Source: an optimization exercise on an open RTL-to-GDS flow (aim: small area and a short achievable clock period). Production flows keep margins and buffers that such runs may drop.
Only simulation tests tie the RTL to the original design; equivalence was not proved.
Power figures rest on the tool's default switching activity, not on a simulated workload.

// konya
module konya(DIN, Resetn, Clock, Run, Done, BusWires);
	input [15:0] DIN;
	input Resetn, Clock, Run;
	output Done;
	output [15:0] BusWires;
	reg [1:0] Tstep;
	reg L, b0;             
	reg [2:0] W, Y;        
	reg dsel;              
	reg dn;                
	reg Done;
	reg [15:0] R [0:7];
	reg [15:0] A;
	reg [15:0] BR;         
	reg zf;                
	reg gnew;              
	wire t0 = (Tstep == 2'd0);
	wire t1 = (Tstep == 2'd1);
	wire t2 = (Tstep == 2'd2);
	wire [2:0] op = DIN[15:13];
	wire [2:0] x = DIN[12:10];
	wire [2:0] y = DIN[9:7];
	wire op_mvi = (op == 3'd1);
	wire op_add = (op == 3'd2) | (op == 3'd3);
	wire op_st  = (op == 3'd4) | (op == 3'd5);
	wire op_nz  = (op == 3'd6);
	wire op_long = op_add | (op == 3'd7);
	wire [15:0] nd, nb;
	konya_nand2 bus_d [15:0] (.a(DIN), .b({16{dsel}}), .y(nd));
	konya_nand2 bus_b [15:0] (.a(BR), .b({16{dn}}), .y(nb));
	konya_nand2 bus_o [15:0] (.a(nd), .b(nb), .y(BusWires));
	wire zf_now = gnew ? ~|BR : zf;
	reg [1:0] Tn;
  ...
==> flow/config.mk <==
export PLATFORM = sky130hd
export DESIGN_NAME = konya
export DESIGN_NICKNAME = konya
export VERILOG_FILES = /design/flow/design.v
export SDC_FILE = /design/flow/constraint.sdc
export NUM_CORES = 4
export LEC_CHECK = 0
export CAP_MARGIN = 20
export CORE_MARGIN = 2
export CORE_UTILIZATION = 40
export CTS_BUF_LIST = sky130_fd_sc_hd__clkbuf_8
export CTS_CLUSTER_DIAMETER = 80
export CTS_CLUSTER_SIZE = 30
export SETUP_SLACK_MARGIN = 3.22
export SLEW_MARGIN = 20
export SYNTH_HIERARCHICAL = 1
export SYNTH_MINIMUM_KEEP_SIZE = 0
==> flow/constraint.sdc <==
create_clock -name core_clock -period 6.0 [get_ports {Clock}]
set_input_delay 1.2000 -clock core_clock [delete_from_list [all_inputs] [get_ports {Clock}]]
set_output_delay 1.2000 -clock core_clock [all_outputs]
set_load 0.01 [all_outputs]
run.sh (not shown) runs the stock make flow with config.mk's settings and CLKGATE_MAP_FILE= SYNTH_SCRIPT=/design/flow/synth_recipe.tcl, a recipe that flattens the netlist after the stock synthesis.
==> next run, changes <==
- SETUP_SLACK_MARGIN: 3.22 -> 3.0
The changed run passed the timing, design-rule and antenna checks; design area came out lower by a few percent; setup slack is worse by 0.38 ns; wire length came out lower slightly; total power came out lower by a few percent; count of clock-buffer cells in the layout came out higher by 2; fmax came out lower by roughly a tenth; global-route usage came out higher by 0.14 points; via count came out higher slightly; register-to-register slack is worse by 0.09 ns.
==> next run, changes <==
==> flow/flow/run.sh (new file) <==
#!/bin/bash
set -euo pipefail
bash standard.sh \
  "BUFFER_PORTS_ARGS=-buffer_cell sky130_fd_sc_hd__buf_4" \
  "CTS_ARGS=-sink_clustering_enable -repair_clock_nets -dont_use_dummy_load -sink_clustering_size 30 -sink_clustering_max_diameter 80 -buf_list sky130_fd_sc_hd__clkbuf_8" \
  finish > standard.log 2>&1
==> flow/standard.sh (new file) <==
#!/bin/bash
# synth_recipe.tcl (not shown) runs the flow's synth.tcl, then flattens the netlist and writes it again
# the make line also repeats each setting of config.mk as NAME=value (left out here)
make -C /OpenROAD-flow-scripts/flow DESIGN_CONFIG=/design/flow/config.mk WORK_HOME=/design/flow/orfs CLKGATE_MAP_FILE= SYNTH_SCRIPT=/design/flow/synth_recipe.tcl "${@:-finish}"
- SETUP_SLACK_MARGIN: 3.0 -> 3.22
removed: flow/run.sh
- final area went up by about 2%
- non-clock buffer count went up by 20
- maximum frequency goes up by 13%
==> next run, changes <==
==> flow/flow/run.sh (replaced) <==
#!/bin/bash
set -euo pipefail
bash standard.sh \
  "CTS_ARGS=-sink_clustering_enable -repair_clock_nets -dont_use_dummy_load -sink_clustering_size 30 -sink_clustering_max_diameter 80 -buf_list sky130_fd_sc_hd__clkbuf_8" \
  finish > standard.log 2>&1
- TNS_END_PERCENT: not set -> 10
The new run passed the timing, design-rule and antenna checks.
Critical path depth stays the same.
Maximum frequency is about the same.
Cell area drops by 2.8%.
Die area stays the same.
Combinational power drops by about 8%.
Synthesized area does not change.
Wire length drops by 3.7%.
Final cell count drops by 2.5%.
Global-route usage drops by 0.30 points.
==> next run, changes <==
- TNS_END_PERCENT: 10 -> not set
Effect: Sequential power stays flat. Power increases by 0.32%. Cell area came out higher by 0.57%. Die area stays the same. Worst hold slack is about the same. Sequential cell count does not change.

========
Setup of run A:
konya again, from the RTL that the note above started with.
==> flow/config.mk <==
export PLATFORM = sky130hd
export DESIGN_NAME = konya
export DESIGN_NICKNAME = konya
export VERILOG_FILES = /design/flow/design.v
export SDC_FILE = /design/flow/constraint.sdc
export NUM_CORES = 4
export LEC_CHECK = 0
export CAP_MARGIN = 20
export CORE_MARGIN = 2
export CORE_UTILIZATION = 35
export CTS_BUF_LIST = sky130_fd_sc_hd__clkbuf_8
export CTS_CLUSTER_DIAMETER = 80
export CTS_CLUSTER_SIZE = 30
export SETUP_SLACK_MARGIN = 3.25
export SLEW_MARGIN = 20
export SYNTH_HIERARCHICAL = 1
export SYNTH_MINIMUM_KEEP_SIZE = 0
export TNS_END_PERCENT = 10
==> flow/constraint.sdc <==
create_clock -name core_clock -period 6.0 [get_ports {Clock}]
set_input_delay 1.2000 -clock core_clock [delete_from_list [all_inputs] [get_ports {Clock}]]
set_output_delay 1.2000 -clock core_clock [all_outputs]
set_load 0.01 [all_outputs]
standard.sh (not shown) runs the stock make flow with config.mk's settings and CLKGATE_MAP_FILE= SYNTH_SCRIPT=/design/flow/synth_recipe.tcl, a recipe that flattens the netlist after the stock synthesis.
==> flow/flow/run.sh <==
#!/bin/bash
set -euo pipefail
bash standard.sh \
  "CTS_ARGS=-sink_clustering_enable -repair_clock_nets -dont_use_dummy_load -sink_clustering_size 30 -sink_clustering_max_diameter 80 -buf_list sky130_fd_sc_hd__clkbuf_8" \
  finish > standard.log 2>&1
Run A ran to completion and came out clean on the timing, design-rule and antenna checks.
Edits applied to the flow inputs when going from run A to run B:
# run A
export LEC_CHECK = 0
export CAP_MARGIN = 20
export CORE_MARGIN = 2
export CORE_UTILIZATION = 35
export CTS_BUF_LIST = sky130_fd_sc_hd__clkbuf_8
export CTS_CLUSTER_DIAMETER = 80
export CTS_CLUSTER_SIZE = 30
export SETUP_SLACK_MARGIN = 3.25
export SLEW_MARGIN = 20
export SYNTH_HIERARCHICAL = 1
export SYNTH_MINIMUM_KEEP_SIZE = 0
export TNS_END_PERCENT = 10
create_clock -name core_clock -period 6.0 [get_ports {Clock}]
# run B
export LEC_CHECK = 0
export CAP_MARGIN = 20
export CORE_MARGIN = 2
export CORE_UTILIZATION = 40
export CTS_BUF_LIST = sky130_fd_sc_hd__clkbuf_8
export CTS_CLUSTER_DIAMETER = 80
export CTS_CLUSTER_SIZE = 30
export GPL_ROUTABILITY_DRIVEN = 0
export SETUP_SLACK_MARGIN = 3.22
export SLEW_MARGIN = 20
export SYNTH_HIERARCHICAL = 1
export SYNTH_MINIMUM_KEEP_SIZE = 0
export TNS_END_PERCENT = 10
create_clock -name core_clock -period 6.0 [get_ports {Clock}]
==> comparison <==
Diff run A -> run B: routed wire length moved up, floorplan die height moved down.
The worst hold slack was comparable across run A and run B.
Number of detailed-routing iterations run before antenna repair in run B is 3 lower than in run A
Run B against run A; first-iteration DRC count is up by a few percent.
On run B: minimum setup slack in the final design is 21 ps lower than what run A gave.
Post-CTS clock slew at the launch and capture registers of the worst setup and hold paths of run B is on par with run A.
Compared with run A, run B shows final critical delay including setup and external delays higher by 21 ps.
Comparing run A and run B, the lower final standard cell utilization of the core was measured on run A.
Edits applied to the flow inputs when going from run B to run C:
# run B
export LEC_CHECK = 0
export CAP_MARGIN = 20
export CORE_MARGIN = 2
export CORE_UTILIZATION = 40
export CTS_BUF_LIST = sky130_fd_sc_hd__clkbuf_8
export CTS_CLUSTER_DIAMETER = 80
export CTS_CLUSTER_SIZE = 30
export GPL_ROUTABILITY_DRIVEN = 0
export SETUP_SLACK_MARGIN = 3.22
export SLEW_MARGIN = 20
export SYNTH_HIERARCHICAL = 1
export SYNTH_MINIMUM_KEEP_SIZE = 0
export TNS_END_PERCENT = 10
create_clock -name core_clock -period 6.0 [get_ports {Clock}]
# run C
export LEC_CHECK = 0
export CAP_MARGIN = 20
export CORE_MARGIN = 2
export CORE_UTILIZATION = 55
export CTS_BUF_LIST = sky130_fd_sc_hd__clkbuf_8
export CTS_CLUSTER_DIAMETER = 80
export CTS_CLUSTER_SIZE = 30
export SETUP_SLACK_MARGIN = 3.15
export SLEW_MARGIN = 20
export SYNTH_HIERARCHICAL = 1
export SYNTH_MINIMUM_KEEP_SIZE = 0
create_clock -name core_clock -period 6.0 [get_ports {Clock}]
==> flow/run.sh (new file) <==
#!/bin/bash
# synth_recipe.tcl (not shown) runs the flow's synth.tcl, then flattens the netlist and writes it again
# the make line also repeats each setting of config.mk as NAME=value (left out here)
make -C /OpenROAD-flow-scripts/flow DESIGN_CONFIG=/design/flow/config.mk WORK_HOME=/design/flow/orfs CLKGATE_MAP_FILE= SYNTH_SCRIPT=/design/flow/synth_recipe.tcl finish
removed: flow/flow/run.sh
removed: flow/standard.sh
==> notes.md <==
The flow did not stop early for run C: all stages ran, and the layout cleared the timing, design-rule and antenna checks.
Lower number of tap cells added at floorplan goes to run C over run B.
Against run B, minimum clock period after layout in run C came out worse.
Run C — area growth from synthesis to final layout 1.9 points higher, run B as reference
Register-to-register slack for run C: 120 ps down relative to run B
Looking at worst hold slack across both flows, run C is the stronger of the two, with run B trailing.
Compared with run B, run C shows a sum of routed wire length over all layers that is about 2.4% lower.
Comparing run B against run C, there is no change at all in sequential cell count.
### run C -> run D
# run C
export LEC_CHECK = 0
export CAP_MARGIN = 20
export CORE_MARGIN = 2
export CORE_UTILIZATION = 55
export CTS_BUF_LIST = sky130_fd_sc_hd__clkbuf_8
export CTS_CLUSTER_DIAMETER = 80
export CTS_CLUSTER_SIZE = 30
export SETUP_SLACK_MARGIN = 3.15
export SLEW_MARGIN = 20
export SYNTH_HIERARCHICAL = 1
export SYNTH_MINIMUM_KEEP_SIZE = 0
create_clock -name core_clock -period 6.0 [get_ports {Clock}]
# run D
export LEC_CHECK = 0
export CAP_MARGIN = 20
export CORE_MARGIN = 2
export CORE_UTILIZATION = 40
export CTS_BUF_LIST = sky130_fd_sc_hd__clkbuf_8
export CTS_CLUSTER_DIAMETER = 80
export CTS_CLUSTER_SIZE = 30
export PLACE_DENSITY = 0.75
export SETUP_SLACK_MARGIN = 3.22
export SLEW_MARGIN = 20
export SYNTH_HIERARCHICAL = 1
export SYNTH_MINIMUM_KEEP_SIZE = 0
create_clock -name core_clock -period 6.0 [get_ports {Clock}]
==> flow/flow/run.sh (new file) <==
#!/bin/bash
set -euo pipefail
bash standard.sh \
  "CTS_ARGS=-sink_clustering_enable -repair_clock_nets -dont_use_dummy_load -sink_clustering_size 30 -sink_clustering_max_diameter 80 -buf_list sky130_fd_sc_hd__clkbuf_8" \
  finish > standard.log 2>&1
==> flow/standard.sh (new file) <==
#!/bin/bash
# synth_recipe.tcl (not shown) runs the flow's synth.tcl, then flattens the netlist and writes it again
# the make line also repeats each setting of config.mk as NAME=value (left out here)
make -C /OpenROAD-flow-scripts/flow DESIGN_CONFIG=/design/flow/config.mk WORK_HOME=/design/flow/orfs CLKGATE_MAP_FILE= SYNTH_SCRIPT=/design/flow/synth_recipe.tcl "${@:-finish}"
removed: flow/run.sh
--- outcome ---
- Setup slack after layout: lower on run C
- Comparing total power for run C and run D, the smaller number came from run D.
- | normalized max-slew margin | lower: run D |
- Compared with run C, run D shows a worst-case setup slack after placement that is 11 ps lower.
- In the tables for run C and run D, area added between synthesis and finish reads lower with run C.

## port drivers added, routing unchanged
The flow's constraints put no driver on any port. The routed layouts listed below were extracted and timed again, unchanged, in two steps. Step 1 sets driving cells, clkbuf_16 on the clock port and buf_2 on the other inputs (assumed; they add their load-dependent delay and slew). Step 2, shift: input delay + t, output delay - t, t = (earliest + latest rising clock arrival at the registers) / 2. This alone moves slack from input paths to output paths. a / b / c = ideal ports / drivers / drivers and shift; a / b = the first two.
| run | shift t [ns] | setup slack, ns | latest minus earliest clock arrival (ns) |
|---|---|---|---|
| the first run of note 1 | 0.479 | 3.221 / 3.174 / 2.794 | 0.013 / 0.014 |
| the second run of note 1 | 0.480 | 2.846 / 2.822 / 2.608 | 0.013 / 0.013 |
| the third run of note 1 | 0.484 | 3.200 / 3.168 / 2.749 | 0.017 / 0.017 |
| the fourth run of note 1 | 0.478 | 3.193 / 3.162 / 2.794 | 0.028 / 0.028 |
| the fifth run of note 1 | 0.478 | 3.207 / 3.177 / 2.809 | 0.028 / 0.028 |
| run A | 0.450 | 3.214 / 3.172 / 2.850 | 0.026 / 0.026 |
| run B | 0.478 | 3.193 / 3.162 / 2.794 | 0.028 / 0.028 |
| run C | 0.481 | 3.170 / 3.149 / 2.732 | 0.014 / 0.015 |
| run D | 0.467 | 3.175 / 3.180 / 2.714 | 0.019 / 0.019 |
After both steps every run listed still meets setup and hold. The setup slack of run D, which loses most, moves by +0.005 ns with the drivers and by -0.461 ns with both steps.
